Source: an optimization exercise on an open RTL-to-GDS flow (aim: small area and a short achievable clock period). Production flows keep margins and buffers that such runs may drop. Function was not checked in any run shown here: the RTL went through the layout flow alone.

### flow/config.mk
export PLATFORM = sky130hd
export DESIGN_NAME = matrix_accelerator
export DESIGN_NICKNAME = matrix_accelerator
export VERILOG_FILES = /design/flow/design.v
export SDC_FILE = /design/flow/constraint.sdc
export NUM_CORES = 4
export LEC_CHECK = 0
export CAP_MARGIN = 20
export CORE_MARGIN = 2
export CORE_UTILIZATION = 40
export CTS_BUF_LIST = sky130_fd_sc_hd__clkbuf_4 sky130_fd_sc_hd__clkbuf_8
export SETUP_SLACK_MARGIN = 3.0
export SLEW_MARGIN = 20
export SYNTH_HIERARCHICAL = 1
export SYNTH_MINIMUM_KEEP_SIZE = 0
### flow/design.v
`timescale 1ns / 1ps
module pe #(
    parameter WI = 0,       
    parameter WO = 16,      
    parameter SOUTH = 1,    
    parameter LAST = 0      
) (
    input  wire                 clk,
    input  wire                 rst,
    input  wire                 load_weight,
    input  wire                 hold,        
    input  wire [7:0]           in_n,
    input  wire [7:0]           in_m,        
    input  wire [(WI>0?WI:1)-1:0] in_wn,     
    output wire [7:0]           out_s,
    output reg  [WO-1:0]        out_e        
);
    reg  [7:0]    weight_reg;
    wire [WO-1:0] yn;        
    wire [WO-1:0] wn_ext;    
    generate
        if (WI == 0) begin : C0
            assign wn_ext = {WO{1'b1}};
            mac_0_16 mac (.a(in_m), .b(weight_reg), .yn(yn));
        end else begin : CJ
            assign wn_ext = {{(WO-WI){in_wn[WI-1]}}, in_wn};
            if (WI == 16)
                mac_16_17 mac (.a(in_m), .b(weight_reg), .en(in_wn), .yn(yn));
            else if (WO == 17)
                mac_17_17 mac (.a(in_m), .b(weight_reg), .en(in_wn), .yn(yn));
            else
                mac_17_18 mac (.a(in_m), .b(weight_reg), .en(in_wn), .yn(yn));
        end
    endgenerate
    generate
        if (SOUTH) begin : S
            reg [7:0] q;
            always @(posedge clk or posedge rst)
                if (rst) q <= 8'd0;
                else     q <= in_n;
            assign out_s = q;
        end else begin : NS
            assign out_s = 8'd0;
        end
    endgenerate
    always @(posedge clk)
        if (load_weight) weight_reg <= in_n;
    generate
        if (LAST) begin : L
            always @(posedge clk)
                if (rst) out_e <= {WO{1'b0}};
                else     out_e <= ~(hold ? wn_ext : yn);
        end else begin : N
            always @(posedge clk)
                if (rst)       out_e <= {WO{1'b1}};
                else if (hold) out_e <= wn_ext;
                else           out_e <= yn;
        end
    endgenerate
endmodule
module mac_0_16 (
    input  wire [7:0] a,
    input  wire [7:0] b,
    output wire [15:0] yn
);
    wire t0 = ~(a[0] & b[0]);
    wire t1 = ~(a[0] & b[1]);
    wire t2 = ~(a[0] & b[2]);
    wire t3 = ~(a[0] & b[3]);
    wire t4 = ~(a[0] & b[4]);
    wire t5 = ~(a[0] & b[5]);
    wire t6 = ~(a[0] & b[6]);
    wire t7 = a[0] & b[7];
    wire t8 = ~(a[1] & b[0]);
    wire t9 = ~(a[1] & b[1]);
    wire t10 = ~(a[1] & b[2]);
    wire t11 = ~(a[1] & b[3]);
    wire t12 = ~(a[1] & b[4]);
    wire t13 = ~(a[1] & b[5]);
    wire t14 = ~(a[1] & b[6]);
    wire t15 = a[1] & b[7];
    wire t16 = ~(a[2] & b[0]);
    wire t17 = ~(a[2] & b[1]);
    wire t18 = ~(a[2] & b[2]);
    wire t19 = ~(a[2] & b[3]);
    wire t20 = ~(a[2] & b[4]);
    wire t21 = ~(a[2] & b[5]);
    wire t22 = ~(a[2] & b[6]);
    wire t23 = a[2] & b[7];
    wire t24 = ~(a[3] & b[0]);
    wire t25 = ~(a[3] & b[1]);
    wire t26 = ~(a[3] & b[2]);
    wire t27 = ~(a[3] & b[3]);
    wire t28 = ~(a[3] & b[4]);
    wire t29 = ~(a[3] & b[5]);
    wire t30 = ~(a[3] & b[6]);
    wire t31 = a[3] & b[7];
    wire t32 = ~(a[4] & b[0]);
    wire t33 = ~(a[4] & b[1]);
    wire t34 = ~(a[4] & b[2]);
    wire t35 = ~(a[4] & b[3]);
    wire t36 = ~(a[4] & b[4]);
    wire t37 = ~(a[4] & b[5]);
    wire t38 = ~(a[4] & b[6]);
    wire t39 = a[4] & b[7];
    wire t40 = ~(a[5] & b[0]);
    wire t41 = ~(a[5] & b[1]);
    wire t42 = ~(a[5] & b[2]);
    wire t43 = ~(a[5] & b[3]);
    wire t44 = ~(a[5] & b[4]);
    wire t45 = ~(a[5] & b[5]);
    wire t46 = ~(a[5] & b[6]);
    wire t47 = a[5] & b[7];
    wire t48 = ~(a[6] & b[0]);
    wire t49 = ~(a[6] & b[1]);
    wire t50 = ~(a[6] & b[2]);
    wire t51 = ~(a[6] & b[3]);
    wire t52 = ~(a[6] & b[4]);
    wire t53 = ~(a[6] & b[5]);
    wire t54 = ~(a[6] & b[6]);
    wire t55 = a[6] & b[7];
    wire t56 = a[7] & b[0];
    wire t57 = a[7] & b[1];
    wire t58 = a[7] & b[2];
    wire t59 = a[7] & b[3];
    wire t60 = a[7] & b[4];
    wire t61 = a[7] & b[5];
    wire t62 = a[7] & b[6];
    wire t63 = ~(a[7] & b[7]);
    wire t64, t65;
    csa_fa ut64 (.a(t6), .b(t13), .c(1'b1), .s(t64), .co(t65));
    wire t66, t67;
    csa_fa ut66 (.a(t7), .b(t14), .c(t21), .s(t66), .co(t67));
    wire t68, t69;
    csa_fa ut68 (.a(t28), .b(t35), .c(1'b1), .s(t68), .co(t69));
    wire t70, t71;
    csa_ha ut70 (.a(t15), .b(t22), .s(t70), .co(t71));
    wire t72, t73;
    csa_fa ut72 (.a(t29), .b(t36), .c(t43), .s(t72), .co(t73));
    wire t74, t75;
    csa_fa ut74 (.a(t23), .b(t30), .c(t37), .s(t74), .co(t75));
    wire t76, t77;
    csa_fa ut76 (.a(t4), .b(t11), .c(1'b1), .s(t76), .co(t77));
    wire t78, t79;
    csa_fa ut78 (.a(t5), .b(t12), .c(t19), .s(t78), .co(t79));
    wire t80, t81;
    csa_fa ut80 (.a(t26), .b(t33), .c(1'b1), .s(t80), .co(t81));
    wire t82, t83;
    csa_fa ut82 (.a(t20), .b(t27), .c(t34), .s(t82), .co(t83));
    wire t84, t85;
    csa_fa ut84 (.a(t41), .b(t48), .c(t64), .s(t84), .co(t85));
    wire t86, t87;
    csa_fa ut86 (.a(t42), .b(t49), .c(t56), .s(t86), .co(t87));
    wire t88, t89;
    csa_fa ut88 (.a(t66), .b(t68), .c(t65), .s(t88), .co(t89));
    wire t90, t91;
    csa_fa ut90 (.a(t50), .b(t57), .c(t70), .s(t90), .co(t91));
    wire t92, t93;
    csa_fa ut92 (.a(t72), .b(t67), .c(t69), .s(t92), .co(t93));
    wire t94, t95;
    csa_fa ut94 (.a(t44), .b(t51), .c(t58), .s(t94), .co(t95));
    wire t96, t97;
    csa_fa ut96 (.a(t74), .b(t71), .c(t73), .s(t96), .co(t97));
    wire t98, t99;
    csa_fa ut98 (.a(t31), .b(t38), .c(t45), .s(t98), .co(t99));
    wire t100, t101;
    csa_fa ut100 (.a(t52), .b(t59), .c(t75), .s(t100), .co(t101));
    wire t102, t103;
    csa_fa ut102 (.a(t39), .b(t46), .c(t53), .s(t102), .co(t103));
    wire t104, t105;
    csa_fa ut104 (.a(t3), .b(t10), .c(1'b1), .s(t104), .co(t105));
    wire t106, t107;
    csa_fa ut106 (.a(t18), .b(t25), .c(t32), .s(t106), .co(t107));
    wire t108, t109;
    csa_fa ut108 (.a(t40), .b(t78), .c(t80), .s(t108), .co(t109));
    wire t110, t111;
    csa_fa ut110 (.a(t82), .b(t84), .c(t79), .s(t110), .co(t111));
    wire t112, t113;
    csa_fa ut112 (.a(t86), .b(t88), .c(t83), .s(t112), .co(t113));
    wire t114, t115;
    csa_fa ut114 (.a(t90), .b(t92), .c(t87), .s(t114), .co(t115));
    wire t116, t117;
    csa_fa ut116 (.a(t94), .b(t96), .c(t91), .s(t116), .co(t117));
    wire t118, t119;
    csa_fa ut118 (.a(t98), .b(t100), .c(t95), .s(t118), .co(t119));
    wire t120, t121;
    csa_fa ut120 (.a(t60), .b(t102), .c(t99), .s(t120), .co(t121));
    wire t122, t123;
    csa_fa ut122 (.a(t47), .b(t54), .c(t61), .s(t122), .co(t123));
    wire t124, t125;
    csa_fa ut124 (.a(t2), .b(t9), .c(1'b1), .s(t124), .co(t125));
    wire t126, t127;
    csa_fa ut126 (.a(t17), .b(t24), .c(t104), .s(t126), .co(t127));
    wire t128, t129;
    csa_fa ut128 (.a(t76), .b(t106), .c(t105), .s(t128), .co(t129));
    wire t130, t131;
    csa_fa ut130 (.a(t77), .b(t108), .c(t107), .s(t130), .co(t131));
    wire t132, t133;
    csa_fa ut132 (.a(t81), .b(t110), .c(t109), .s(t132), .co(t133));
    wire t134, t135;
    csa_fa ut134 (.a(t85), .b(t112), .c(t111), .s(t134), .co(t135));
    wire t136, t137;
    csa_fa ut136 (.a(t89), .b(t114), .c(t113), .s(t136), .co(t137));
    wire t138, t139;
    csa_fa ut138 (.a(t93), .b(t116), .c(t115), .s(t138), .co(t139));
    wire t140, t141;
    csa_fa ut140 (.a(t97), .b(t118), .c(t117), .s(t140), .co(t141));
    wire t142, t143;
    csa_fa ut142 (.a(t101), .b(t120), .c(t119), .s(t142), .co(t143));
    wire t144, t145;
    csa_fa ut144 (.a(t103), .b(t122), .c(t121), .s(t144), .co(t145));
    wire t146, t147;
    csa_fa ut146 (.a(t55), .b(t62), .c(t123), .s(t146), .co(t147));
    wire [15:0] ra = {1'b0, t63, t146, t144, t142, t140, t138, t136, t134, t132, t130, t128, t126, t16, t1, t0};
    wire [15:0] rb = {1'b1, t147, t145, t143, t141, t139, t137, t135, t133, t131, t129, t127, t125, t124, t8, 1'b1};
    wire [16:0] s1 = {ra, 1'b1} + {rb, 1'b1};
    assign yn = s1[16:1];    
endmodule
module mac_16_17 (
    input  wire [7:0] a,
    input  wire [7:0] b,
    input  wire [15:0] en,
    output wire [16:0] yn
);
    wire t0 = ~(a[0] & b[0]);
    wire t1 = ~(a[0] & b[1]);
    wire t2 = ~(a[0] & b[2]);
    wire t3 = ~(a[0] & b[3]);
    wire t4 = ~(a[0] & b[4]);
    wire t5 = ~(a[0] & b[5]);
    wire t6 = ~(a[0] & b[6]);
    wire t7 = a[0] & b[7];
    wire t8 = ~(a[1] & b[0]);
    wire t9 = ~(a[1] & b[1]);
    wire t10 = ~(a[1] & b[2]);
    wire t11 = ~(a[1] & b[3]);
    wire t12 = ~(a[1] & b[4]);
    wire t13 = ~(a[1] & b[5]);
    wire t14 = ~(a[1] & b[6]);
    wire t15 = a[1] & b[7];
    wire t16 = ~(a[2] & b[0]);
    wire t17 = ~(a[2] & b[1]);
    wire t18 = ~(a[2] & b[2]);
    wire t19 = ~(a[2] & b[3]);
    wire t20 = ~(a[2] & b[4]);
    wire t21 = ~(a[2] & b[5]);
    wire t22 = ~(a[2] & b[6]);
    wire t23 = a[2] & b[7];
    wire t24 = ~(a[3] & b[0]);
    wire t25 = ~(a[3] & b[1]);
    wire t26 = ~(a[3] & b[2]);
    wire t27 = ~(a[3] & b[3]);
    wire t28 = ~(a[3] & b[4]);
    wire t29 = ~(a[3] & b[5]);
    wire t30 = ~(a[3] & b[6]);
    wire t31 = a[3] & b[7];
    wire t32 = ~(a[4] & b[0]);
    wire t33 = ~(a[4] & b[1]);
    wire t34 = ~(a[4] & b[2]);
    wire t35 = ~(a[4] & b[3]);
    wire t36 = ~(a[4] & b[4]);
    wire t37 = ~(a[4] & b[5]);
    wire t38 = ~(a[4] & b[6]);
    wire t39 = a[4] & b[7];
    wire t40 = ~(a[5] & b[0]);
    wire t41 = ~(a[5] & b[1]);
    wire t42 = ~(a[5] & b[2]);
    wire t43 = ~(a[5] & b[3]);
    wire t44 = ~(a[5] & b[4]);
    wire t45 = ~(a[5] & b[5]);
    wire t46 = ~(a[5] & b[6]);
    wire t47 = a[5] & b[7];
    wire t48 = ~(a[6] & b[0]);
    wire t49 = ~(a[6] & b[1]);
    wire t50 = ~(a[6] & b[2]);
    wire t51 = ~(a[6] & b[3]);
    wire t52 = ~(a[6] & b[4]);
    wire t53 = ~(a[6] & b[5]);
    wire t54 = ~(a[6] & b[6]);
    wire t55 = a[6] & b[7];
    wire t56 = a[7] & b[0];
    wire t57 = a[7] & b[1];
    wire t58 = a[7] & b[2];
    wire t59 = a[7] & b[3];
    wire t60 = a[7] & b[4];
    wire t61 = a[7] & b[5];
    wire t62 = a[7] & b[6];
    wire t63 = ~(a[7] & b[7]);
    wire t64 = ~en[15];
    wire t65, t66;
    csa_fa ut65 (.a(t5), .b(t12), .c(1'b1), .s(t65), .co(t66));
    wire t67, t68;
    csa_fa ut67 (.a(t6), .b(t13), .c(t20), .s(t67), .co(t68));
    wire t69, t70;
    csa_fa ut69 (.a(t27), .b(t34), .c(1'b1), .s(t69), .co(t70));
    wire t71, t72;
    csa_fa ut71 (.a(t7), .b(t14), .c(t21), .s(t71), .co(t72));
    wire t73, t74;
    csa_fa ut73 (.a(t28), .b(t35), .c(t42), .s(t73), .co(t74));
    wire t75, t76;
    csa_fa ut75 (.a(t49), .b(t56), .c(1'b1), .s(t75), .co(t76));
    wire t77, t78;
    csa_ha ut77 (.a(t15), .b(t22), .s(t77), .co(t78));
    wire t79, t80;
    csa_fa ut79 (.a(t29), .b(t36), .c(t43), .s(t79), .co(t80));
    wire t81, t82;
    csa_fa ut81 (.a(t50), .b(t57), .c(en[8]), .s(t81), .co(t82));
    wire t83, t84;
    csa_fa ut83 (.a(t23), .b(t30), .c(t37), .s(t83), .co(t84));
    wire t85, t86;
    csa_fa ut85 (.a(t44), .b(t51), .c(t58), .s(t85), .co(t86));
    wire t87, t88;
    csa_fa ut87 (.a(t31), .b(t38), .c(t45), .s(t87), .co(t88));
    wire t89, t90;
    csa_fa ut89 (.a(t3), .b(t10), .c(1'b1), .s(t89), .co(t90));
    wire t91, t92;
    csa_fa ut91 (.a(t4), .b(t11), .c(t18), .s(t91), .co(t92));
    wire t93, t94;
    csa_fa ut93 (.a(t25), .b(t32), .c(1'b1), .s(t93), .co(t94));
    wire t95, t96;
    csa_fa ut95 (.a(t19), .b(t26), .c(t33), .s(t95), .co(t96));
    wire t97, t98;
    csa_fa ut97 (.a(t40), .b(en[5]), .c(t65), .s(t97), .co(t98));
    wire t99, t100;
    csa_fa ut99 (.a(t41), .b(t48), .c(en[6]), .s(t99), .co(t100));
    wire t101, t102;
    csa_fa ut101 (.a(t67), .b(t69), .c(t66), .s(t101), .co(t102));
    wire t103, t104;
    csa_fa ut103 (.a(en[7]), .b(t71), .c(t73), .s(t103), .co(t104));
    wire t105, t106;
    csa_fa ut105 (.a(t75), .b(t68), .c(t70), .s(t105), .co(t106));
    wire t107, t108;
    csa_fa ut107 (.a(t77), .b(t79), .c(t81), .s(t107), .co(t108));
    wire t109, t110;
    csa_fa ut109 (.a(t72), .b(t74), .c(t76), .s(t109), .co(t110));
    wire t111, t112;
    csa_fa ut111 (.a(en[9]), .b(t83), .c(t85), .s(t111), .co(t112));
    wire t113, t114;
    csa_fa ut113 (.a(t78), .b(t80), .c(t82), .s(t113), .co(t114));
    wire t115, t116;
    csa_fa ut115 (.a(t52), .b(t59), .c(en[10]), .s(t115), .co(t116));
    wire t117, t118;
    csa_fa ut117 (.a(t87), .b(t84), .c(t86), .s(t117), .co(t118));
    wire t119, t120;
    csa_fa ut119 (.a(t39), .b(t46), .c(t53), .s(t119), .co(t120));
    wire t121, t122;
    csa_fa ut121 (.a(t60), .b(en[11]), .c(t88), .s(t121), .co(t122));
    wire t123, t124;
    csa_fa ut123 (.a(t47), .b(t54), .c(t61), .s(t123), .co(t124));
    wire t125, t126;
    csa_fa ut125 (.a(t2), .b(t9), .c(1'b1), .s(t125), .co(t126));
    wire t127, t128;
    csa_fa ut127 (.a(t17), .b(t24), .c(en[3]), .s(t127), .co(t128));
    wire t129, t130;
    csa_fa ut129 (.a(en[4]), .b(t91), .c(t93), .s(t129), .co(t130));
    wire t131, t132;
    csa_fa ut131 (.a(t95), .b(t97), .c(t92), .s(t131), .co(t132));
    wire t133, t134;
    csa_fa ut133 (.a(t99), .b(t101), .c(t96), .s(t133), .co(t134));
    wire t135, t136;
    csa_fa ut135 (.a(t103), .b(t105), .c(t100), .s(t135), .co(t136));
    wire t137, t138;
    csa_fa ut137 (.a(t107), .b(t109), .c(t104), .s(t137), .co(t138));
    wire t139, t140;
    csa_fa ut139 (.a(t111), .b(t113), .c(t108), .s(t139), .co(t140));
    wire t141, t142;
    csa_fa ut141 (.a(t115), .b(t117), .c(t112), .s(t141), .co(t142));
    wire t143, t144;
    csa_fa ut143 (.a(t119), .b(t121), .c(t116), .s(t143), .co(t144));
    wire t145, t146;
    csa_fa ut145 (.a(en[12]), .b(t123), .c(t120), .s(t145), .co(t146));
    wire t147, t148;
    csa_fa ut147 (.a(t55), .b(t62), .c(en[13]), .s(t147), .co(t148));
    wire t149, t150;
    csa_fa ut149 (.a(t1), .b(t8), .c(1'b1), .s(t149), .co(t150));
    wire t151, t152;
    csa_fa ut151 (.a(t16), .b(en[2]), .c(t125), .s(t151), .co(t152));
    wire t153, t154;
    csa_fa ut153 (.a(t89), .b(t127), .c(t126), .s(t153), .co(t154));
    wire t155, t156;
    csa_fa ut155 (.a(t90), .b(t129), .c(t128), .s(t155), .co(t156));
    wire t157, t158;
    csa_fa ut157 (.a(t94), .b(t131), .c(t130), .s(t157), .co(t158));
    wire t159, t160;
    csa_fa ut159 (.a(t98), .b(t133), .c(t132), .s(t159), .co(t160));
    wire t161, t162;
    csa_fa ut161 (.a(t102), .b(t135), .c(t134), .s(t161), .co(t162));
    wire t163, t164;
    csa_fa ut163 (.a(t106), .b(t137), .c(t136), .s(t163), .co(t164));
    wire t165, t166;
    csa_fa ut165 (.a(t110), .b(t139), .c(t138), .s(t165), .co(t166));
    wire t167, t168;
    csa_fa ut167 (.a(t114), .b(t141), .c(t140), .s(t167), .co(t168));
    wire t169, t170;
    csa_fa ut169 (.a(t118), .b(t143), .c(t142), .s(t169), .co(t170));
    wire t171, t172;
    csa_fa ut171 (.a(t122), .b(t145), .c(t144), .s(t171), .co(t172));
    wire t173, t174;
    csa_fa ut173 (.a(t124), .b(t147), .c(t146), .s(t173), .co(t174));
    wire t175, t176;
    csa_fa ut175 (.a(t63), .b(en[14]), .c(t148), .s(t175), .co(t176));
    wire [16:0] ra = {1'b0, t64, t175, t173, t171, t169, t167, t165, t163, t161, t159, t157, t155, t153, t151, en[1], t0};
    wire [16:0] rb = {1'b1, t176, t174, t172, t170, t168, t166, t164, t162, t160, t158, t156, t154, t152, t150, t149, en[0]};
    wire [17:0] s1 = {ra, 1'b1} + {rb, 1'b1};
    assign yn = s1[17:1];    
endmodule
module mac_17_17 (
    input  wire [7:0] a,
    input  wire [7:0] b,
    input  wire [16:0] en,
    output wire [16:0] yn
);
    wire t0 = ~(a[0] & b[0]);
    wire t1 = ~(a[0] & b[1]);
    wire t2 = ~(a[0] & b[2]);
    wire t3 = ~(a[0] & b[3]);
    wire t4 = ~(a[0] & b[4]);
    wire t5 = ~(a[0] & b[5]);
    wire t6 = ~(a[0] & b[6]);
    wire t7 = a[0] & b[7];
    wire t8 = ~(a[1] & b[0]);
    wire t9 = ~(a[1] & b[1]);
    wire t10 = ~(a[1] & b[2]);
    wire t11 = ~(a[1] & b[3]);
    wire t12 = ~(a[1] & b[4]);
    wire t13 = ~(a[1] & b[5]);
    wire t14 = ~(a[1] & b[6]);
    wire t15 = a[1] & b[7];
    wire t16 = ~(a[2] & b[0]);
    wire t17 = ~(a[2] & b[1]);
    wire t18 = ~(a[2] & b[2]);
    wire t19 = ~(a[2] & b[3]);
    wire t20 = ~(a[2] & b[4]);
    wire t21 = ~(a[2] & b[5]);
    wire t22 = ~(a[2] & b[6]);
    wire t23 = a[2] & b[7];
    wire t24 = ~(a[3] & b[0]);
    wire t25 = ~(a[3] & b[1]);
    wire t26 = ~(a[3] & b[2]);
    wire t27 = ~(a[3] & b[3]);
    wire t28 = ~(a[3] & b[4]);
    wire t29 = ~(a[3] & b[5]);
    wire t30 = ~(a[3] & b[6]);
    wire t31 = a[3] & b[7];
    wire t32 = ~(a[4] & b[0]);
    wire t33 = ~(a[4] & b[1]);
    wire t34 = ~(a[4] & b[2]);
    wire t35 = ~(a[4] & b[3]);
    wire t36 = ~(a[4] & b[4]);
    wire t37 = ~(a[4] & b[5]);
    wire t38 = ~(a[4] & b[6]);
    wire t39 = a[4] & b[7];
    wire t40 = ~(a[5] & b[0]);
    wire t41 = ~(a[5] & b[1]);
    wire t42 = ~(a[5] & b[2]);
    wire t43 = ~(a[5] & b[3]);
    wire t44 = ~(a[5] & b[4]);
    wire t45 = ~(a[5] & b[5]);
    wire t46 = ~(a[5] & b[6]);
    wire t47 = a[5] & b[7];
    wire t48 = ~(a[6] & b[0]);
    wire t49 = ~(a[6] & b[1]);
    wire t50 = ~(a[6] & b[2]);
    wire t51 = ~(a[6] & b[3]);
    wire t52 = ~(a[6] & b[4]);
    wire t53 = ~(a[6] & b[5]);
    wire t54 = ~(a[6] & b[6]);
    wire t55 = a[6] & b[7];
    wire t56 = a[7] & b[0];
    wire t57 = a[7] & b[1];
    wire t58 = a[7] & b[2];
    wire t59 = a[7] & b[3];
    wire t60 = a[7] & b[4];
    wire t61 = a[7] & b[5];
    wire t62 = a[7] & b[6];
    wire t63 = ~(a[7] & b[7]);
    wire t64 = ~en[16];
    wire t65, t66;
    csa_fa ut65 (.a(t5), .b(t12), .c(1'b1), .s(t65), .co(t66));
    wire t67, t68;
    csa_fa ut67 (.a(t6), .b(t13), .c(t20), .s(t67), .co(t68));
    wire t69, t70;
    csa_fa ut69 (.a(t27), .b(t34), .c(1'b1), .s(t69), .co(t70));
    wire t71, t72;
    csa_fa ut71 (.a(t7), .b(t14), .c(t21), .s(t71), .co(t72));
    wire t73, t74;
    csa_fa ut73 (.a(t28), .b(t35), .c(t42), .s(t73), .co(t74));
    wire t75, t76;
    csa_fa ut75 (.a(t49), .b(t56), .c(1'b1), .s(t75), .co(t76));
    wire t77, t78;
    csa_ha ut77 (.a(t15), .b(t22), .s(t77), .co(t78));
    wire t79, t80;
    csa_fa ut79 (.a(t29), .b(t36), .c(t43), .s(t79), .co(t80));
    wire t81, t82;
    csa_fa ut81 (.a(t50), .b(t57), .c(en[8]), .s(t81), .co(t82));
    wire t83, t84;
    csa_fa ut83 (.a(t23), .b(t30), .c(t37), .s(t83), .co(t84));
    wire t85, t86;
    csa_fa ut85 (.a(t44), .b(t51), .c(t58), .s(t85), .co(t86));
    wire t87, t88;
    csa_fa ut87 (.a(t31), .b(t38), .c(t45), .s(t87), .co(t88));
    wire t89, t90;
    csa_fa ut89 (.a(t3), .b(t10), .c(1'b1), .s(t89), .co(t90));
    wire t91, t92;
    csa_fa ut91 (.a(t4), .b(t11), .c(t18), .s(t91), .co(t92));
    wire t93, t94;
    csa_fa ut93 (.a(t25), .b(t32), .c(1'b1), .s(t93), .co(t94));
    wire t95, t96;
    csa_fa ut95 (.a(t19), .b(t26), .c(t33), .s(t95), .co(t96));
    wire t97, t98;
    csa_fa ut97 (.a(t40), .b(en[5]), .c(t65), .s(t97), .co(t98));
    wire t99, t100;
    csa_fa ut99 (.a(t41), .b(t48), .c(en[6]), .s(t99), .co(t100));
    wire t101, t102;
    csa_fa ut101 (.a(t67), .b(t69), .c(t66), .s(t101), .co(t102));
    wire t103, t104;
    csa_fa ut103 (.a(en[7]), .b(t71), .c(t73), .s(t103), .co(t104));
    wire t105, t106;
    csa_fa ut105 (.a(t75), .b(t68), .c(t70), .s(t105), .co(t106));
    wire t107, t108;
    csa_fa ut107 (.a(t77), .b(t79), .c(t81), .s(t107), .co(t108));
    wire t109, t110;
    csa_fa ut109 (.a(t72), .b(t74), .c(t76), .s(t109), .co(t110));
    wire t111, t112;
    csa_fa ut111 (.a(en[9]), .b(t83), .c(t85), .s(t111), .co(t112));
    wire t113, t114;
    csa_fa ut113 (.a(t78), .b(t80), .c(t82), .s(t113), .co(t114));
    wire t115, t116;
    csa_fa ut115 (.a(t52), .b(t59), .c(en[10]), .s(t115), .co(t116));
    wire t117, t118;
    csa_fa ut117 (.a(t87), .b(t84), .c(t86), .s(t117), .co(t118));
    wire t119, t120;
    csa_fa ut119 (.a(t39), .b(t46), .c(t53), .s(t119), .co(t120));
    wire t121, t122;
    csa_fa ut121 (.a(t60), .b(en[11]), .c(t88), .s(t121), .co(t122));
    wire t123, t124;
    csa_fa ut123 (.a(t47), .b(t54), .c(t61), .s(t123), .co(t124));
    wire t125, t126;
    csa_fa ut125 (.a(t2), .b(t9), .c(1'b1), .s(t125), .co(t126));
    wire t127, t128;
    csa_fa ut127 (.a(t17), .b(t24), .c(en[3]), .s(t127), .co(t128));
    wire t129, t130;
    csa_fa ut129 (.a(en[4]), .b(t91), .c(t93), .s(t129), .co(t130));
    wire t131, t132;
    csa_fa ut131 (.a(t95), .b(t97), .c(t92), .s(t131), .co(t132));
    wire t133, t134;
    csa_fa ut133 (.a(t99), .b(t101), .c(t96), .s(t133), .co(t134));
    wire t135, t136;
    csa_fa ut135 (.a(t103), .b(t105), .c(t100), .s(t135), .co(t136));
    wire t137, t138;
    csa_fa ut137 (.a(t107), .b(t109), .c(t104), .s(t137), .co(t138));
    wire t139, t140;
    csa_fa ut139 (.a(t111), .b(t113), .c(t108), .s(t139), .co(t140));
    wire t141, t142;
    csa_fa ut141 (.a(t115), .b(t117), .c(t112), .s(t141), .co(t142));
    wire t143, t144;
    csa_fa ut143 (.a(t119), .b(t121), .c(t116), .s(t143), .co(t144));
    wire t145, t146;
    csa_fa ut145 (.a(en[12]), .b(t123), .c(t120), .s(t145), .co(t146));
    wire t147, t148;
    csa_fa ut147 (.a(t55), .b(t62), .c(en[13]), .s(t147), .co(t148));
    wire t149, t150;
    csa_fa ut149 (.a(t1), .b(t8), .c(1'b1), .s(t149), .co(t150));
    wire t151, t152;
    csa_fa ut151 (.a(t16), .b(en[2]), .c(t125), .s(t151), .co(t152));
    wire t153, t154;
    csa_fa ut153 (.a(t89), .b(t127), .c(t126), .s(t153), .co(t154));
    wire t155, t156;
    csa_fa ut155 (.a(t90), .b(t129), .c(t128), .s(t155), .co(t156));
    wire t157, t158;
    csa_fa ut157 (.a(t94), .b(t131), .c(t130), .s(t157), .co(t158));
    wire t159, t160;
    csa_fa ut159 (.a(t98), .b(t133), .c(t132), .s(t159), .co(t160));
    wire t161, t162;
    csa_fa ut161 (.a(t102), .b(t135), .c(t134), .s(t161), .co(t162));
    wire t163, t164;
    csa_fa ut163 (.a(t106), .b(t137), .c(t136), .s(t163), .co(t164));
    wire t165, t166;
    csa_fa ut165 (.a(t110), .b(t139), .c(t138), .s(t165), .co(t166));
    wire t167, t168;
    csa_fa ut167 (.a(t114), .b(t141), .c(t140), .s(t167), .co(t168));
    wire t169, t170;
    csa_fa ut169 (.a(t118), .b(t143), .c(t142), .s(t169), .co(t170));
    wire t171, t172;
    csa_fa ut171 (.a(t122), .b(t145), .c(t144), .s(t171), .co(t172));
    wire t173, t174;
    csa_fa ut173 (.a(t124), .b(t147), .c(t146), .s(t173), .co(t174));
    wire t175, t176;
    csa_fa ut175 (.a(t63), .b(en[14]), .c(t148), .s(t175), .co(t176));
    wire t177 = ~en[15];
    wire [16:0] ra = {t64, t177, t175, t173, t171, t169, t167, t165, t163, t161, t159, t157, t155, t153, t151, en[1], t0};
    wire [16:0] rb = {en[15], t176, t174, t172, t170, t168, t166, t164, t162, t160, t158, t156, t154, t152, t150, t149, en[0]};
    wire [17:0] s1 = {ra, 1'b1} + {rb, 1'b1};
    assign yn = s1[17:1];    
endmodule
module mac_17_18 (
    input  wire [7:0] a,
    input  wire [7:0] b,
    input  wire [16:0] en,
    output wire [17:0] yn
);
    wire t0 = ~(a[0] & b[0]);
    wire t1 = ~(a[0] & b[1]);
    wire t2 = ~(a[0] & b[2]);
    wire t3 = ~(a[0] & b[3]);
    wire t4 = ~(a[0] & b[4]);
    wire t5 = ~(a[0] & b[5]);
    wire t6 = ~(a[0] & b[6]);
    wire t7 = a[0] & b[7];
    wire t8 = ~(a[1] & b[0]);
    wire t9 = ~(a[1] & b[1]);
    wire t10 = ~(a[1] & b[2]);
    wire t11 = ~(a[1] & b[3]);
    wire t12 = ~(a[1] & b[4]);
    wire t13 = ~(a[1] & b[5]);
    wire t14 = ~(a[1] & b[6]);
    wire t15 = a[1] & b[7];
    wire t16 = ~(a[2] & b[0]);
    wire t17 = ~(a[2] & b[1]);
    wire t18 = ~(a[2] & b[2]);
    wire t19 = ~(a[2] & b[3]);
    wire t20 = ~(a[2] & b[4]);
    wire t21 = ~(a[2] & b[5]);
    wire t22 = ~(a[2] & b[6]);
    wire t23 = a[2] & b[7];
    wire t24 = ~(a[3] & b[0]);
    wire t25 = ~(a[3] & b[1]);
    wire t26 = ~(a[3] & b[2]);
    wire t27 = ~(a[3] & b[3]);
    wire t28 = ~(a[3] & b[4]);
    wire t29 = ~(a[3] & b[5]);
    wire t30 = ~(a[3] & b[6]);
    wire t31 = a[3] & b[7];
    wire t32 = ~(a[4] & b[0]);
    wire t33 = ~(a[4] & b[1]);
    wire t34 = ~(a[4] & b[2]);
    wire t35 = ~(a[4] & b[3]);
    wire t36 = ~(a[4] & b[4]);
    wire t37 = ~(a[4] & b[5]);
    wire t38 = ~(a[4] & b[6]);
    wire t39 = a[4] & b[7];
    wire t40 = ~(a[5] & b[0]);
    wire t41 = ~(a[5] & b[1]);
    wire t42 = ~(a[5] & b[2]);
    wire t43 = ~(a[5] & b[3]);
    wire t44 = ~(a[5] & b[4]);
    wire t45 = ~(a[5] & b[5]);
    wire t46 = ~(a[5] & b[6]);
    wire t47 = a[5] & b[7];
    wire t48 = ~(a[6] & b[0]);
    wire t49 = ~(a[6] & b[1]);
    wire t50 = ~(a[6] & b[2]);
    wire t51 = ~(a[6] & b[3]);
    wire t52 = ~(a[6] & b[4]);
    wire t53 = ~(a[6] & b[5]);
    wire t54 = ~(a[6] & b[6]);
    wire t55 = a[6] & b[7];
    wire t56 = a[7] & b[0];
    wire t57 = a[7] & b[1];
    wire t58 = a[7] & b[2];
    wire t59 = a[7] & b[3];
    wire t60 = a[7] & b[4];
    wire t61 = a[7] & b[5];
    wire t62 = a[7] & b[6];
    wire t63 = ~(a[7] & b[7]);
    wire t64 = ~en[16];
    wire t65, t66;
    csa_fa ut65 (.a(t5), .b(t12), .c(1'b1), .s(t65), .co(t66));
    wire t67, t68;
    csa_fa ut67 (.a(t6), .b(t13), .c(t20), .s(t67), .co(t68));
    wire t69, t70;
    csa_fa ut69 (.a(t27), .b(t34), .c(1'b1), .s(t69), .co(t70));
    wire t71, t72;
    csa_fa ut71 (.a(t7), .b(t14), .c(t21), .s(t71), .co(t72));
    wire t73, t74;
    csa_fa ut73 (.a(t28), .b(t35), .c(t42), .s(t73), .co(t74));
    wire t75, t76;
    csa_fa ut75 (.a(t49), .b(t56), .c(1'b1), .s(t75), .co(t76));
    wire t77, t78;
    csa_ha ut77 (.a(t15), .b(t22), .s(t77), .co(t78));
    wire t79, t80;
    csa_fa ut79 (.a(t29), .b(t36), .c(t43), .s(t79), .co(t80));
    wire t81, t82;
    csa_fa ut81 (.a(t50), .b(t57), .c(en[8]), .s(t81), .co(t82));
    wire t83, t84;
    csa_fa ut83 (.a(t23), .b(t30), .c(t37), .s(t83), .co(t84));
    wire t85, t86;
    csa_fa ut85 (.a(t44), .b(t51), .c(t58), .s(t85), .co(t86));
    wire t87, t88;
    csa_fa ut87 (.a(t31), .b(t38), .c(t45), .s(t87), .co(t88));
    wire t89, t90;
    csa_fa ut89 (.a(t3), .b(t10), .c(1'b1), .s(t89), .co(t90));
    wire t91, t92;
    csa_fa ut91 (.a(t4), .b(t11), .c(t18), .s(t91), .co(t92));
    wire t93, t94;
    csa_fa ut93 (.a(t25), .b(t32), .c(1'b1), .s(t93), .co(t94));
    wire t95, t96;
    csa_fa ut95 (.a(t19), .b(t26), .c(t33), .s(t95), .co(t96));
    wire t97, t98;
    csa_fa ut97 (.a(t40), .b(en[5]), .c(t65), .s(t97), .co(t98));
    wire t99, t100;
    csa_fa ut99 (.a(t41), .b(t48), .c(en[6]), .s(t99), .co(t100));
    wire t101, t102;
    csa_fa ut101 (.a(t67), .b(t69), .c(t66), .s(t101), .co(t102));
    wire t103, t104;
    csa_fa ut103 (.a(en[7]), .b(t71), .c(t73), .s(t103), .co(t104));
    wire t105, t106;
    csa_fa ut105 (.a(t75), .b(t68), .c(t70), .s(t105), .co(t106));
    wire t107, t108;
    csa_fa ut107 (.a(t77), .b(t79), .c(t81), .s(t107), .co(t108));
    wire t109, t110;
    csa_fa ut109 (.a(t72), .b(t74), .c(t76), .s(t109), .co(t110));
    wire t111, t112;
    csa_fa ut111 (.a(en[9]), .b(t83), .c(t85), .s(t111), .co(t112));
    wire t113, t114;
    csa_fa ut113 (.a(t78), .b(t80), .c(t82), .s(t113), .co(t114));
    wire t115, t116;
    csa_fa ut115 (.a(t52), .b(t59), .c(en[10]), .s(t115), .co(t116));
    wire t117, t118;
    csa_fa ut117 (.a(t87), .b(t84), .c(t86), .s(t117), .co(t118));
    wire t119, t120;
    csa_fa ut119 (.a(t39), .b(t46), .c(t53), .s(t119), .co(t120));
    wire t121, t122;
    csa_fa ut121 (.a(t60), .b(en[11]), .c(t88), .s(t121), .co(t122));
    wire t123, t124;
    csa_fa ut123 (.a(t47), .b(t54), .c(t61), .s(t123), .co(t124));
    wire t125, t126;
    csa_fa ut125 (.a(t2), .b(t9), .c(1'b1), .s(t125), .co(t126));
    wire t127, t128;
    csa_fa ut127 (.a(t17), .b(t24), .c(en[3]), .s(t127), .co(t128));
    wire t129, t130;
    csa_fa ut129 (.a(en[4]), .b(t91), .c(t93), .s(t129), .co(t130));
    wire t131, t132;
    csa_fa ut131 (.a(t95), .b(t97), .c(t92), .s(t131), .co(t132));
    wire t133, t134;
    csa_fa ut133 (.a(t99), .b(t101), .c(t96), .s(t133), .co(t134));
    wire t135, t136;
    csa_fa ut135 (.a(t103), .b(t105), .c(t100), .s(t135), .co(t136));
    wire t137, t138;
    csa_fa ut137 (.a(t107), .b(t109), .c(t104), .s(t137), .co(t138));
    wire t139, t140;
    csa_fa ut139 (.a(t111), .b(t113), .c(t108), .s(t139), .co(t140));
    wire t141, t142;
    csa_fa ut141 (.a(t115), .b(t117), .c(t112), .s(t141), .co(t142));
    wire t143, t144;
    csa_fa ut143 (.a(t119), .b(t121), .c(t116), .s(t143), .co(t144));
    wire t145, t146;
    csa_fa ut145 (.a(en[12]), .b(t123), .c(t120), .s(t145), .co(t146));
    wire t147, t148;
    csa_fa ut147 (.a(t55), .b(t62), .c(en[13]), .s(t147), .co(t148));
    wire t149, t150;
    csa_fa ut149 (.a(t1), .b(t8), .c(1'b1), .s(t149), .co(t150));
    wire t151, t152;
    csa_fa ut151 (.a(t16), .b(en[2]), .c(t125), .s(t151), .co(t152));
    wire t153, t154;
    csa_fa ut153 (.a(t89), .b(t127), .c(t126), .s(t153), .co(t154));
    wire t155, t156;
    csa_fa ut155 (.a(t90), .b(t129), .c(t128), .s(t155), .co(t156));
    wire t157, t158;
    csa_fa ut157 (.a(t94), .b(t131), .c(t130), .s(t157), .co(t158));
    wire t159, t160;
    csa_fa ut159 (.a(t98), .b(t133), .c(t132), .s(t159), .co(t160));
    wire t161, t162;
    csa_fa ut161 (.a(t102), .b(t135), .c(t134), .s(t161), .co(t162));
    wire t163, t164;
    csa_fa ut163 (.a(t106), .b(t137), .c(t136), .s(t163), .co(t164));
    wire t165, t166;
    csa_fa ut165 (.a(t110), .b(t139), .c(t138), .s(t165), .co(t166));
    wire t167, t168;
    csa_fa ut167 (.a(t114), .b(t141), .c(t140), .s(t167), .co(t168));
    wire t169, t170;
    csa_fa ut169 (.a(t118), .b(t143), .c(t142), .s(t169), .co(t170));
    wire t171, t172;
    csa_fa ut171 (.a(t122), .b(t145), .c(t144), .s(t171), .co(t172));
    wire t173, t174;
    csa_fa ut173 (.a(t124), .b(t147), .c(t146), .s(t173), .co(t174));
    wire t175, t176;
    csa_fa ut175 (.a(t63), .b(en[14]), .c(t148), .s(t175), .co(t176));
    wire t177 = ~en[15];
    wire [17:0] ra = {1'b0, t64, t177, t175, t173, t171, t169, t167, t165, t163, t161, t159, t157, t155, t153, t151, en[1], t0};
    wire [17:0] rb = {1'b1, en[15], t176, t174, t172, t170, t168, t166, t164, t162, t160, t158, t156, t154, t152, t150, t149, en[0]};
    wire [18:0] s1 = {ra, 1'b1} + {rb, 1'b1};
    assign yn = s1[18:1];    
endmodule
module csa_fa (input wire a, input wire b, input wire c, output wire s, output wire co);
    assign s  = a ^ b ^ c;
    assign co = (a & b) | (a & c) | (b & c);
endmodule
module csa_ha (input wire a, input wire b, output wire s, output wire co);
    assign s  = a ^ b;
    assign co = a & b;
endmodule
module csa_hn (input wire a, input wire b, output wire s, output wire co);
    assign s  = ~(a ^ b);
    assign co = a | b;
endmodule
`timescale 1ns / 1ps
module skew_buffer(
    input  wire        clk,
    input  wire        rst,
    input  wire [31:0] raw_input,
    output wire [31:0] skewed_output
);
    reg [7:0] d1_1;
    reg [7:0] d2_1, d2_2;
    reg [7:0] d3_1, d3_2, d3_3;
    always @(posedge clk or posedge rst) begin
        if (rst) begin
            d1_1 <= 0;
            d2_1 <= 0; d2_2 <= 0;
            d3_1 <= 0; d3_2 <= 0; d3_3 <= 0;
        end else begin
            d1_1 <= raw_input[15:8];
            d2_1 <= raw_input[23:16];
            d2_2 <= d2_1;
            d3_1 <= raw_input[31:24];
            d3_2 <= d3_1;
            d3_3 <= d3_2;
        end
    end
    assign skewed_output = {d3_3, d2_2, d1_1, raw_input[7:0]};
endmodule
`timescale 1ns / 1ps
module systolic_array(
    input  wire        clk,
    input  wire        rst,
    input  wire        load_weight,
    input  wire        hold,
    input  wire [31:0] in_n,
    input  wire [31:0] in_m,        
    output wire [95:0] out_e
);
    genvar i, j;
    generate
        for (i = 0; i < 4; i = i + 1) begin : ROW
            wire [7:0]  n0, n1, n2, n3;
            wire [7:0]  m0, m1, m2, m3;
            wire [15:0] e0;    
            wire [16:0] e1, e2;
            wire [17:0] e3;
            wire [7:0]  s0, s1, s2, s3;
            if (i == 0) begin : TOP
                assign {n3, n2, n1, n0} = in_n;
                assign {m3, m2, m1, m0} = in_m;
            end else begin : BELOW
                assign {n3, n2, n1, n0} = {ROW[i-1].s3, ROW[i-1].s2, ROW[i-1].s1, ROW[i-1].s0};
                assign {m3, m2, m1, m0} = {n3, n2, n1, n0};
            end
            pe #(.WI(0),  .WO(16), .SOUTH(i < 3)) c0 (clk, rst, load_weight, hold, n0, m0, 1'b0, s0, e0);
            pe #(.WI(16), .WO(17), .SOUTH(i < 3)) c1 (clk, rst, load_weight, hold, n1, m1, e0,   s1, e1);
            pe #(.WI(17), .WO(17), .SOUTH(i < 3)) c2 (clk, rst, load_weight, hold, n2, m2, e1,   s2, e2);
            pe #(.WI(17), .WO(18), .SOUTH(i < 3), .LAST(1)) c3 (clk, rst, load_weight, hold, n3, m3, e2,   s3, e3);
            assign out_e[24*i +: 24] = {{6{e3[17]}}, e3};
        end
    endgenerate
endmodule
`timescale 1ns / 1ps
module matrix_accelerator(
    input  wire        clk,
    input  wire        rst,
    input  wire        load_weight,
    input  wire [31:0] activation_in,
    output wire [95:0] result_out
);
    wire [31:0] skewed;
    skew_buffer skew_unit (
        .clk(clk),
        .rst(rst),
        .raw_input(activation_in),
        .skewed_output(skewed)
    );
    reg valid;
    always @(posedge clk or posedge rst)
        if (rst)              valid <= 1'b0;
        else if (load_weight) valid <= 1'b1;
    wire [31:0] in_n = {load_weight ? activation_in[31:8] : skewed[31:8],
                        activation_in[7:0]};
    systolic_array array_core (
        .clk(clk),
        .rst(rst),
        .load_weight(load_weight),
        .hold(load_weight | ~valid),
        .in_n(in_n),
        .in_m(skewed),   
        .out_e(result_out)
    );
endmodule
### flow/run.sh
#!/bin/bash
# synth_recipe.tcl (not shown) runs the flow's synth.tcl, then flattens the netlist and writes it again
# the make line also repeats each setting of config.mk as NAME=value (left out here)
make -C /OpenROAD-flow-scripts/flow DESIGN_CONFIG=/design/flow/config.mk WORK_HOME=/design/flow/orfs CLKGATE_MAP_FILE= SYNTH_SCRIPT=/design/flow/synth_recipe.tcl finish
### flow/constraint.sdc
create_clock -name core_clock -period 8.0 [get_ports {clk}]
set_input_delay 1.6000 -clock core_clock [delete_from_list [all_inputs] [get_ports {clk}]]
set_output_delay 1.6000 -clock core_clock [all_outputs]
set_load 0.01 [all_outputs]
==> results.yml, run 1 <==
timing:
  tightest_slew_ns: 0.898
  post-route-min-period_ns: 4.90
  finClkSkew_ns: 0.0597
  setup_tns_ns: 0
  drv_slew: 0
  setup_ws_ns: 3.10
  setup_viol: 0
  relSlewSlack: 0.401
  finalCritPeriodShare: 0.613
  report.final.hold_viol_count: 0
  rsz0062_at_grt: "true"
  fmax_mhz: 204
layout:
  nets: 6156
  drive_gt1_frac: 0.0746
  reg_top3: "array_core.ROW.c3.out_e: 72 flops, array_core.ROW.c1.out_e: 68 flops, array_core.ROW.c2.out_e: 68 flops"
  largest_register_ffs: 72
  top_register: "array_core.ROW.c3.out_e"
  areaGrowthSynthToFinish_pct: 9.28
  fin_area_sq_um: 56900
die:
  initial_core_util: 0.403
  ios: 131
  die_area_sq_um: 133000
  row_count: 132
  die_w_microns: 365
  die_h_microns: 365
  core_area_sq_um: 129000
critical_path:
  cp_top_family: "adder cells"
  cpMostUsedCell: "fa_1"
  timing.rr.end: "array_core.ROW[0].c1.out_e[14]"
  crit_chain: "dlygate4sd2_1 > and2_4 > fa_1 > fa_1 > fa_1 > fa_1 > ha_4 > and3_4 > and2_4 > a2111oi_2 > nor2_1 > xnor2_1 > or3_1"
  cp-end-kind: "flop"
  worst_ep_required_time_ns: 8.68
  start_kind: "input port"
  setup.worst_path.class: "in -> reg"
  slowest_delay_ns: 0.53
  rrSetupSlack_ns: 3.21
  critPathBufInv: 1
  reg2reg_from: "skew_unit.d1_1[3]"
  r2r_cells: 13
  cp_slowest_cell: "fa_1"
  crit_arrival_ns: 5.58
  crit_path_max_fanout: 10
worst_hold_path:
  hp-start: "skew_unit.d3_1[0]"
  hold_depth: 0
  hold-path-endpoint: "skew_unit.d3_2[0]"
  hold_path.class: "reg -> reg"
clocking:
  cts_buffer_depth: 3
  clkTransAtPathRegs_ns: 0.06
  tritoncts: "yes"
  clock_latency_ns: 0.83
  cts_sinks: 545
  cts-root-buf: "clkbuf_8"
  cts_buffers: 95
  cts_max_level: 3
route:
  wl_met1_mm: 56.7
  dr_wl_met2_mm: 56.3
  dr.pass1.iters: 5
  top_layer: "met4"
  routed_wl_mm: 119
  drt_iter0_markers: 2136
  num_vias: 35257
  drc: 0
  vias_per_cell: 5.16
  postRouteAntennaNets: 0
  wl_met3_mm: 4.43
  wl_per_cell_microns: 17.5
logic_synthesis:
  syn_inst: 4908
  yosys_warnings: 16
  synth.avg_cell_area_sq_um: 10.6
  syn_area_sq_um: 52100
placement:
  port_buffers: 130
  place_area_sq_um: 54800
  finalWeightedCongestion: 0.864
  post-place-ws_ns: 1.78
  hpwlAfterDp_mm: 94.0
grt:
  grt_max_degree: 149
  grt_pass1_wl_mm: 198
  grt_pass1_vias: 37336
  grt_use_total: 0.184
  antenna_found_initial: 1
  grt_overflow_total: 0
run:
  drv_cap: 0
run_status:
  status: "complete, no violations"
[cell usage in the layout (no fill, tap or decap), types with 33 or more instances in the layout]
cell,n
nor2b_1,116
a211oi_2,56
and2_1,257
xnor2_1,120
dfrtp_1,142
nand3_1,40
a21oi_1,227
nor2_1,136
a211o_1,33
or3_1,73
edfxtp_1,128
clkdlybuf4s50_1,121
ha_1,258
xor2_1,76
nand2_1,1028
dfxtp_1,272
fa_1,839
a21o_1,68
nand2b_1,36
o21ai_0,79
clkbuf_8,109
conb_1,108
mux2i_1,108
inv_1,126
[per-stage QoR]
stage,utilization,std cells,hold slack (ns)
finish,0.440,6839,0.343
floorplan,-,5000,0.331
global route,0.440,6839,0.351
CTS,0.440,6837,0.345
global placement,0.423,6658,0.333
detailed placement,0.423,6658,0.335
[worst max path at each step]
stage                                      to  cells after the start  slack (ns)         startpoint
6_report       array_core.ROW[0].c0.out_e[13]                     13        3.10   activation_in[2]
5_1_grt        array_core.ROW[0].c1.out_e[14]                     13        2.98  skew_unit.d1_1[2]
4_1_cts        array_core.ROW[0].c0.out_e[13]                     13        3.02   activation_in[1]
3_5_place_dp   array_core.ROW[0].c0.out_e[13]                     13        1.78   activation_in[0]
3_3_place_gp   array_core.ROW[0].c0.out_e[13]                     13        1.78   activation_in[0]
2_1_floorplan  array_core.ROW[0].c0.out_e[13]                     13        2.69   activation_in[0]
[area by class of cell]
class / count / area (sq um)
inverters: 130 / 488
well taps: 1742 / 2180
flip-flops and latches: 545 / 12900
fillers: 12173 / 72400
clock buffers: 135 / 1680
clock inverters: 44 / 497
multi-input cells: 4102 / 37800
repair buffers: 139 / 1390
diodes: 2 / 5.00
[per-layer routing]
| layer | up-vias | track usage |
|---|---|---|
| met2 | 661 | 0.302 |
| li1 | 16521 | - |
| met4 | 0 | 0.0409 |
| met5 | - | 0 |
| met3 | 123 | 0.0246 |
| met1 | 17952 | 0.260 |
[timing repair]
item / in CTS / in global routing
resized for setup: 9 / 19
hold endpoints to repair: 0 / 0
endpoints found under the setup margin: 7 / 8
gates cloned: 0 / 0
buffers inserted: 0 / 0
hold buffers: 0 / 0
==> inputs of run 2 (changes only) <==
--- a/flow/config.mk
+++ b/flow/config.mk
@@ -9,5 +9,4 @@
 export CORE_MARGIN = 2
 export CORE_UTILIZATION = 40
-export CTS_BUF_LIST = sky130_fd_sc_hd__clkbuf_4 sky130_fd_sc_hd__clkbuf_8
 export SETUP_SLACK_MARGIN = 3.0
 export SLEW_MARGIN = 20
==> run 2 against run 1 <==
Still clean. Routed wire length fell by 0.39%. Clock skew fell by 0.019 ns.
==> results.yml, run 2 <==
run_status:
  status: "complete, no violations"
critical_path:
  cp-end-kind: "flop"
  crit_chain: "clkbuf_4 > nand2_2 > fa_1 > fa_1 > fa_1 > fa_1 > ha_4 > and3_1 > a221o_1 > a2111oi_2 > nor2_1 > xnor2_1 > or3_1"
  setup.worst_path.class: "in -> reg"
  worst_ep_required_time_ns: 8.54
  cpMostUsedCell: "fa_1"
  crit_path_max_fanout: 10
  crit_arrival_ns: 5.47
  timing.rr.end: "array_core.ROW[0].c2.out_e[15]"
  cp_top_family: "adder cells"
  rrSetupSlack_ns: 3.20
  slowest_delay_ns: 0.55
  cp_slowest_cell: "fa_1"
  r2r_cells: 12
  crit_path_start: "activation_in[0]"
  critPathBufInv: 1
  start_kind: "input port"
  reg2reg_from: "skew_unit.d2_2[3]"
clocking:
  hold_buffers: 0
  clock_latency_ns: 0.67
  tritoncts: "yes"
  cts-root-buf: "clkbuf_16"
  cts_sinks: 545
  clkTransAtPathRegs_ns: 0.06
  cts_max_level: 3
  cts_buffer_depth: 3
  cts_buffers: 66
die:
  ios: 131
  core_area_sq_um: 129000
  die_h_microns: 365
  initial_core_util: 0.403
  row_count: 132
  die_area_sq_um: 133000
  die_w_microns: 365
route:
  num_vias: 35109
  drt_iter0_markers: 2144
  drc: 0
  wl_per_cell_microns: 17.5
  postRouteAntennaNets: 0
  routed_wl_mm: 119
  vias_per_cell: 5.18
  dr.pass1.iters: 5
timing:
  setup_viol: 0
  post-route-min-period_ns: 4.93
  fmax_mhz: 203
  finClkSkew_ns: 0.0411
  setup_tns_ns: 0
  finalCritPeriodShare: 0.616
  rsz0062_at_grt: "true"
  holdWs_ns: 0.348
  tightest_slew_ns: 0.905
  drv_slew: 0
  relSlewSlack: 0.397
  report.final.hold_viol_count: 0
layout:
  top_register: "array_core.ROW.c3.out_e"
  reg_top3: "array_core.ROW.c3.out_e: 72 flops, array_core.ROW.c1.out_e: 68 flops, array_core.ROW.c2.out_e: 68 flops"
  layout_common_cells: "nand2_1, fa_1, dfxtp_1, ha_1, and2_1"
  final_common_cell: "nand2_1"
  largest_register_ffs: 72
  nets: 6128
  n_fill_cell: 12116
  antenna_cells: 0
  instances_no_fill: 6780
  drive_gt1_frac: 0.0637
  areaGrowthSynthToFinish_pct: 9.47
grt:
  grt_pass1_wl_mm: 197
  grt_overflow_total: 0
  grt_max_degree: 149
  grt_pass1_vias: 37009
  antenna_found_initial: 0
  grt_use_total: 0.184
placement:
  dp_cells: 6658
  port_buffers: 130
  hpwlAfterDp_mm: 94.0
  finalWeightedCongestion: 0.864
worst_hold_path:
  hold_path.class: "reg -> reg"
  hp-start: "skew_unit.d3_1[0]"
  hold_depth: 0
  hold-path-endpoint: "skew_unit.d3_2[0]"
logic_synthesis:
  syn_area_sq_um: 52100
  yosys_warnings: 16
  synth.avg_cell_area_sq_um: 10.6
  syn_inst: 4908
run:
  drv_cap: 0
[run 2: area by class of cell]
cell class / instances / area, sq um / share of cell area
repair buffers: 140 / 1390 / 0.0244
clock inverters: 35 / 418 / 0.00733
flip-flops and latches: 545 / 12900 / 0.227
clock buffers: 86 / 1860 / 0.0326
multi-input cells: 4102 / 37800 / 0.662
inverters: 130 / 488 / 0.00856
well taps: 1742 / 2180 / 0.0382
[run 2: stage by stage]
step,area [sq um],util,setup slack (ns)
after detailed placement,54800,0.423,1.78
after global routing,57000,0.441,2.92
after CTS,57000,0.441,3.00
after global placement,54800,0.423,1.78
final,57000,0.441,3.07
after floorplan,52600,-,2.69
[run 2: repair_timing]
| action | CTS | global route |
|---|---|---|
| setup buffers | 0 | 1 |
| endpoints found under the hold margin | 0 | 0 |
| gates resized for setup | 19 | 19 |
| setup endpoints to repair | 8 | 10 |
[run 2: layer usage]
layer / vias to the layer above / global-route usage / routed length (microns)
met4: 0 / 0.0502 / 2370
met2: 691 / 0.299 / 55900
met3: 137 / 0.0218 / 4250
met1: 17818 / 0.259 / 56400
met5: - / 0 / 0
li1: 16463 / - / -
[run 2: worst max-delay path by stage]
stage,endpoint,cells after the start
6_report,array_core.ROW[0].c0.out_e[13],13
3_3_place_gp,array_core.ROW[0].c0.out_e[13],13
2_1_floorplan,array_core.ROW[0].c0.out_e[13],13
5_1_grt,array_core.ROW[0].c0.out_e[13],13
3_5_place_dp,array_core.ROW[0].c0.out_e[13],13
4_1_cts,array_core.ROW[0].c0.out_e[13],13
[run 2: worst register-to-register path, cell delays in order, from the launching register on]
cell      delay, ns
dfrtp_1        0.53
and2_1         0.26
fa_1           0.50
fa_1           0.58
fa_1           0.44
fa_1           0.47
ha_1           0.42
a21oi_1        0.35
o21ai_0        0.25
a311oi_1       0.31
o211ai_1       0.12
mux2i_1        0.34
nand2_1        0.10

-- static timing again, ports no longer ideal --
In the flow no input, the clock included, has a driving cell. The finished layouts below were timed again as built, in two steps.
Step 1 assumes that a clkbuf_16 drives the clock port and a buf_2 every other input.
Step 2 moves the port delays by t, midway between the first and last clock arrival at a register: inputs arrive t later, outputs are due t later. That takes back most of the time a late clock gives input paths.
a / b / c = no drivers / after step 1 / after step 2; a / b = the first two.
| run | t, ns | slack for setup (ns) | slew at the worst register clock pin (ns) | pins driven straight from the clock port |
|---|---|---|---|---|
| run 1 | 0.873 | 3.099 / 3.151 / 2.279 | 0.07 / 0.07 | 1 |
| run 2 | 0.718 | 3.073 / 3.124 / 2.406 | 0.06 / 0.06 | 1 |
After both steps setup and hold are still met in every run listed. For run 1, which loses most, drivers alone change the setup slack by +0.052 ns; drivers and shift together by -0.820 ns.
